From an optimization exercise on the open Yosys and OpenROAD flow, aimed at small area and a short achievable clock period; shortcuts taken in it are not production practice. Where RTL was checked, it was by simulation tests only, not by an equivalence proof against the original. The clock port is modelled as an ideal driver, which makes a skipped or thinned clock tree look cheaper than it is; a real chip needs a root buffer or a tree. Power and IR drop assume default switching activity.

==> flow/design.v <==
module ADDER_TREE #(parameter DATA_IN_WIDTH = 8, DATA_OUT_WIDTH = 16)
  (clk, rst_n, ena, data_in1, data_in2, data_out, done, pipe);
  input clk, rst_n, ena;
  input [DATA_IN_WIDTH - 1:0] data_in1, data_in2;
  output [DATA_OUT_WIDTH:0] data_out;
  output done;
  output [6:0] pipe;
  reg        done;
  reg [6:0]  pipe;
  reg [7:0] a1, b1;
  always @(posedge clk)
    if (ena) begin
      a1 <= data_in1;
      b1 <= data_in2;
    end
  wire [8:0] r0 = {a1[7], a1} & {9{b1[0]}};
  wire [8:0] r1 = {a1[7], a1} & {9{b1[1]}};
  reg  [9:0]  x2;
  reg  [7:0]  a2;
  reg  [7:2]  b2;
  always @(posedge clk) begin
    x2 <= {r0[8], r0} + {r1, 1'b0};
    a2 <= a1;
    b2 <= b1[7:2];
  end
  wire [8:0] r2 = {a2[7], a2} & {9{b2[2]}};
  reg  [10:0] x3;
  reg  [7:0]  a3;
  reg  [7:3]  b3;
  always @(posedge clk) begin
    x3 <= {x2[9], x2} + {r2, 2'b0};
    a3 <= a2;
    b3 <= b2[7:3];
  end
  wire [8:0] r3 = {a3[7], a3} & {9{b3[3]}};
  reg  [11:0] x4;
  reg  [7:0]  a4;
  reg  [7:4]  b4;
  always @(posedge clk) begin
    x4 <= {x3[10], x3} + {r3, 3'b0};
    a4 <= a3;
    b4 <= b3[7:4];
  end
  wire [8:0] r4 = {a4[7], a4} & {9{b4[4]}};
  reg  [12:0] x5;
  reg  [7:0]  a5;
  reg  [7:5]  b5;
  always @(posedge clk) begin
    x5 <= {x4[11], x4} + {r4, 4'b0};
    a5 <= a4;
    b5 <= b4[7:5];
  end
  wire [8:0] r5 = {a5[7], a5} & {9{b5[5]}};
  reg  [13:0] x6;
  reg  [7:0]  a6;
  reg  [7:6]  b6;
  always @(posedge clk) begin
    x6 <= {x5[12], x5} + {r5, 5'b0};
    a6 <= a5;
    b6 <= b5[7:6];
  end
  wire [8:0] r6 = {a6[7], a6} & {9{b6[6]}};
  reg  [14:0] x7;
  reg  [7:0]  a7;
  reg         b7;
  always @(posedge clk) begin
    x7 <= {x6[13], x6} + {r6, 6'b0};
    a7 <= a6;
    b7 <= b6[7];
  end
  wire [15:0] x8 = {x7[14], x7} + {a7[7] & b7, a7 & {8{b7}}, 7'b0};
  reg [15:0] p8;
  always @(posedge clk or negedge rst_n) begin
    if (!rst_n) begin
      pipe <= 7'b0;
      done <= 1'b0;
      p8   <= 16'b0;
    end else begin
      pipe <= {pipe[5:0], pipe[0] | ena};
      done <= pipe[6];
      p8   <= x8 & {16{pipe[6]}};
    end
  end
  assign data_out = {p8[15], p8};
endmodule
==> flow/config.mk <==
export PLATFORM = sky130hd
export DESIGN_NAME = ADDER_TREE
export DESIGN_NICKNAME = ADDER_TREE
export VERILOG_FILES = /design/flow/design.v
export SDC_FILE = /design/flow/constraint.sdc
export NUM_CORES = 4
export LEC_CHECK = 0
export CAP_MARGIN = 20
export CORE_MARGIN = 2
export CORE_UTILIZATION = 40
export CTS_BUF_LIST = sky130_fd_sc_hd__clkbuf_4 sky130_fd_sc_hd__clkbuf_8
export SETUP_SLACK_MARGIN = 2.2
export SLEW_MARGIN = 20
==> flow/constraint.sdc <==
create_clock -name core_clock -period 4.0 [get_ports {clk}]
set_input_delay 0.8000 -clock core_clock [delete_from_list [all_inputs] [get_ports {clk}]]
set_output_delay 0.8000 -clock core_clock [all_outputs]
set_load 0.01 [all_outputs]
standard.sh (not shown) runs the stock make flow with config.mk's settings and CLKGATE_MAP_FILE= SYNTH_SCRIPT=/design/flow/synth_recipe.tcl, a recipe that flattens the netlist after the stock synthesis.
==> flow/flow/run.sh <==
#!/bin/bash
# The standard layout (standard.sh), with plain buffers on the ports instead
# of the delay cells buffer_ports picks by default.
set -euo pipefail
export BUFFER_PORTS_ARGS="-buffer_cell sky130_fd_sc_hd__buf_2"
bash standard.sh > standard_make.log 2>&1
The first run produced a clean layout.
Edit:
Settings changed: SETUP_SLACK_MARGIN 2.2 to 1.9.
Result:
- sequential power hardly moves
- routed wire length decreases by 1.1%
- design area decreases by 5.2%
- maximum frequency decreases by 5.2%
- die area stays the same
- setup slack loses 0.10 ns
- global-route usage increases by 0.26 points
- critical path depth decreases by 6
- count of clock-buffer cells in the layout increases by 2


Setup of v6:
Starts from the design.v that is shown in full above.
==> flow/config.mk <==
export PLATFORM = sky130hd
export DESIGN_NAME = ADDER_TREE
export DESIGN_NICKNAME = ADDER_TREE
export VERILOG_FILES = /design/flow/design.v
export SDC_FILE = /design/flow/constraint.sdc
export NUM_CORES = 4
export LEC_CHECK = 0
export CAP_MARGIN = 20
export CORE_MARGIN = 2
export CORE_UTILIZATION = 40
export CTS_BUF_LIST = sky130_fd_sc_hd__clkbuf_4 sky130_fd_sc_hd__clkbuf_8
export SLEW_MARGIN = 20
==> flow/constraint.sdc <==
create_clock -name core_clock -period 4.0 [get_ports {clk}]
set_input_delay 0.8000 -clock core_clock [delete_from_list [all_inputs] [get_ports {clk}]]
set_output_delay 0.8000 -clock core_clock [all_outputs]
set_load 0.01 [all_outputs]
Scripts as last shown in full above: flow/flow/run.sh
What v7 does differently from v6 at the input level:
Settings: SETUP_SLACK_MARGIN: unset -> 1.9.
==> flow/flow/run.sh <==
#!/bin/bash
# The standard layout (standard.sh) with three changes to how it is made:
# plain buffers on the ports instead of the delay cells buffer_ports picks
# by default, and clock tree synthesis with larger sink clusters and without
# dummy loads.
set -euo pipefail
export BUFFER_PORTS_ARGS="-buffer_cell sky130_fd_sc_hd__buf_1"
export CTS_ARGS="-sink_clustering_enable -repair_clock_nets -dont_use_dummy_load -buf_list {sky130_fd_sc_hd__clkbuf_8 sky130_fd_sc_hd__clkbuf_16} -sink_clustering_size 30 -sink_clustering_max_diameter 100"
bash standard.sh > standard_make.log 2>&1
Findings:
- Going from v6 to v7, final design area excluding fillers ~0 delta, worst setup slack +0.30 ns, shortest period the worst path allows -0.30 ns, critical path depth +6.
- Endpoint of the most critical setup path: x2[8] -> v7, pipe[6] -> v6
- Data arrival time of the worst path: v7 higher than v6
- Highest ir drop seen on vdd for v7: 10% down relative to v6


== north ==
ADDER_TREE, a different RTL version from the one above (not shown whole).
Size: roughly 420 cells after synthesis, ~44 I/O pins.
==> flow/config.mk <==
export PLATFORM = sky130hd
export DESIGN_NAME = ADDER_TREE
export DESIGN_NICKNAME = ADDER_TREE
export VERILOG_FILES = /design/flow/design.v
export SDC_FILE = /design/flow/constraint.sdc
export NUM_CORES = 4
export LEC_CHECK = 0
export CAP_MARGIN = 20
export CORE_MARGIN = 2
export CORE_UTILIZATION = 88
export SETUP_SLACK_MARGIN = 2.35
export SLEW_MARGIN = 20
==> flow/constraint.sdc <==
create_clock -name core_clock -period 4.0 [get_ports {clk}]
set_input_delay 0.8000 -clock core_clock [delete_from_list [all_inputs] [get_ports {clk}]]
set_output_delay 0.8000 -clock core_clock [all_outputs]
set_load 0.01 [all_outputs]
==> flow/flow/run.sh <==
#!/bin/bash
# The standard layout (standard.sh) with these changes to how it is made:
# - plain buffers on the ports instead of the delay cells buffer_ports picks
#   by default;
# - after clock tree synthesis, flow/clock_tree.tcl replaces the clock tree
#   with a balanced two-level tree: four root buffers fed by the clock port,
#   each driving the leaf buffers of one region; every register sees one root
#   and one leaf buffer.
set -euo pipefail
export BUFFER_PORTS_ARGS="-buffer_cell sky130_fd_sc_hd__buf_1"
export CTS_ARGS="-sink_clustering_enable -repair_clock_nets -dont_use_dummy_load -buf_list {sky130_fd_sc_hd__clkbuf_8}"
export POST_CTS_TCL="$PWD/flow/clock_tree.tcl"
export CLOCK_TREE_ROOTS=4
export CLOCK_TREE_LEAVES=8
export CLOCK_TREE_ROOT_CELL=sky130_fd_sc_hd__clkbuf_8
export CLOCK_TREE_LEAF_CELL=sky130_fd_sc_hd__clkbuf_16
bash standard.sh > standard_make.log 2>&1
Other scripts of this flow, unchanged in this note and not shown: flow/flow/clock_tree.tcl
north did not finish; a tool error ended it in clock tree synthesis.
Relative to north, the following input files were edited for south:
Settings: a change of CORE_UTILIZATION from 88 to 80.
Notes after the runs:
- south | stages: all done | timing, DRC, antenna: all pass
- Taking north as the reference, in south per-instance average area after synthesis essentially unchanged, initial standard-cell utilization of the core decreased 7.1 points.
- Changes observed in south relative to north: placement row count +about 3.3%; placement-stage cell area rose about 0.37%.
- Diff south and north: placer's final routability congestion estimate higher in south
No functional check of the RTL was part of any run of this note.


ADDER_TREE, a different RTL version from the one above (not shown whole).
Size: roughly 380 cells after synthesis, roughly 200 flip-flops, about 6000 µm² of cells after synthesis.
==> flow/config.mk <==
export PLATFORM = sky130hd
export DESIGN_NAME = ADDER_TREE
export DESIGN_NICKNAME = ADDER_TREE
export VERILOG_FILES = /design/flow/design.v
export SDC_FILE = /design/flow/constraint.sdc
export NUM_CORES = 4
export LEC_CHECK = 0
export CAP_MARGIN = 20
export CELL_PAD_IN_SITES_DETAIL_PLACEMENT = 0
export CORE_MARGIN = 2
export CORE_UTILIZATION = 80
export SETUP_SLACK_MARGIN = 2.45
export SLEW_MARGIN = 20
==> flow/constraint.sdc <==
create_clock -name core_clock -period 4.0 [get_ports {clk}]
set_input_delay 0.8000 -clock core_clock [delete_from_list [all_inputs] [get_ports {clk}]]
set_output_delay 0.8000 -clock core_clock [all_outputs]
set_load 0.01 [all_outputs]
==> flow/flow/run.sh <==
#!/bin/bash
# The standard layout (standard.sh) with these changes to how it is made:
# - plain buffers on the ports instead of the delay cells buffer_ports picks
#   by default;
# - after clock tree synthesis, flow/clock_tree.tcl replaces the clock tree
#   with a balanced two-level tree: four root buffers fed by the clock port,
#   each driving the leaf buffers of one region; every register sees one root
#   and one leaf buffer.
set -euo pipefail
export BUFFER_PORTS_ARGS="-buffer_cell sky130_fd_sc_hd__buf_1"
export CTS_ARGS="-sink_clustering_enable -repair_clock_nets -dont_use_dummy_load -buf_list {sky130_fd_sc_hd__clkbuf_8}"
export POST_CTS_TCL="$PWD/flow/clock_tree.tcl"
export CLOCK_TREE_ROOTS=4
export CLOCK_TREE_LEAVES=12
export CLOCK_TREE_ROOT_CELL=sky130_fd_sc_hd__clkbuf_8
export CLOCK_TREE_LEAF_CELL=sky130_fd_sc_hd__clkbuf_8
bash standard.sh > standard_make.log 2>&1
Other scripts of this flow, unchanged in this note and not shown: flow/flow/clock_tree.tcl
The first run passed the timing, DRC and antenna checks.
Next try:
- CELL_PAD_IN_SITES_DETAIL_PLACEMENT: 0 -> unset
- SETUP_SLACK_MARGIN: 2.45 -> 2.4
What happened: Synthesized cell count does not change. Register-to-register slack improves by 0.08 ns. Combinational power fell by 7.8%. Cell area is lower by 0.86%. Fmax is higher by 4.8%. Sequential power stays flat. Clock skew hardly moves.

## port drivers added, routing unchanged
The results above use ideal ports. As a check the final layouts listed here were re-extracted and re-timed, cells and wires unchanged.
Step 1, drivers: a clkbuf_16 drives clk and a buf_2 each remaining input, both assumed.
Step 2, shift: input delay + t, output delay - t, t = (earliest + latest rising clock arrival at the registers) / 2. This alone moves slack from input paths to output paths.
Slacks: no drivers / after step 1 / after step 2; pairs: no drivers / after step 1.
| run | shift t [ns] | slack for setup (ns) | pins driven straight from the clock port |
|---|---|---|---|
| the first run of note 1 | 0.475 | 2.128 / 2.116 / 2.128 | 1 |
| the second run of note 1 | 0.477 | 2.026 / 1.991 / 2.050 | 1 |
| v6 | 0.478 | 1.688 / 1.653 / 1.953 | 1 |
| v7 | 0.446 | 1.989 / 1.989 / 1.989 | 1 |
| south | 0.353 | 2.227 / 2.227 / 2.174 | 4 |
| the first run of note 4 | 0.357 | 2.288 / 2.241 / 2.288 | 4 |
| the second run of note 4 | 0.346 | 2.367 / 2.306 / 2.179 | 4 |
After both steps setup and hold are still met in every run listed. The setup slack of the second run of note 4, which loses most, moves by -0.061 ns with the drivers and by -0.188 ns with both steps.
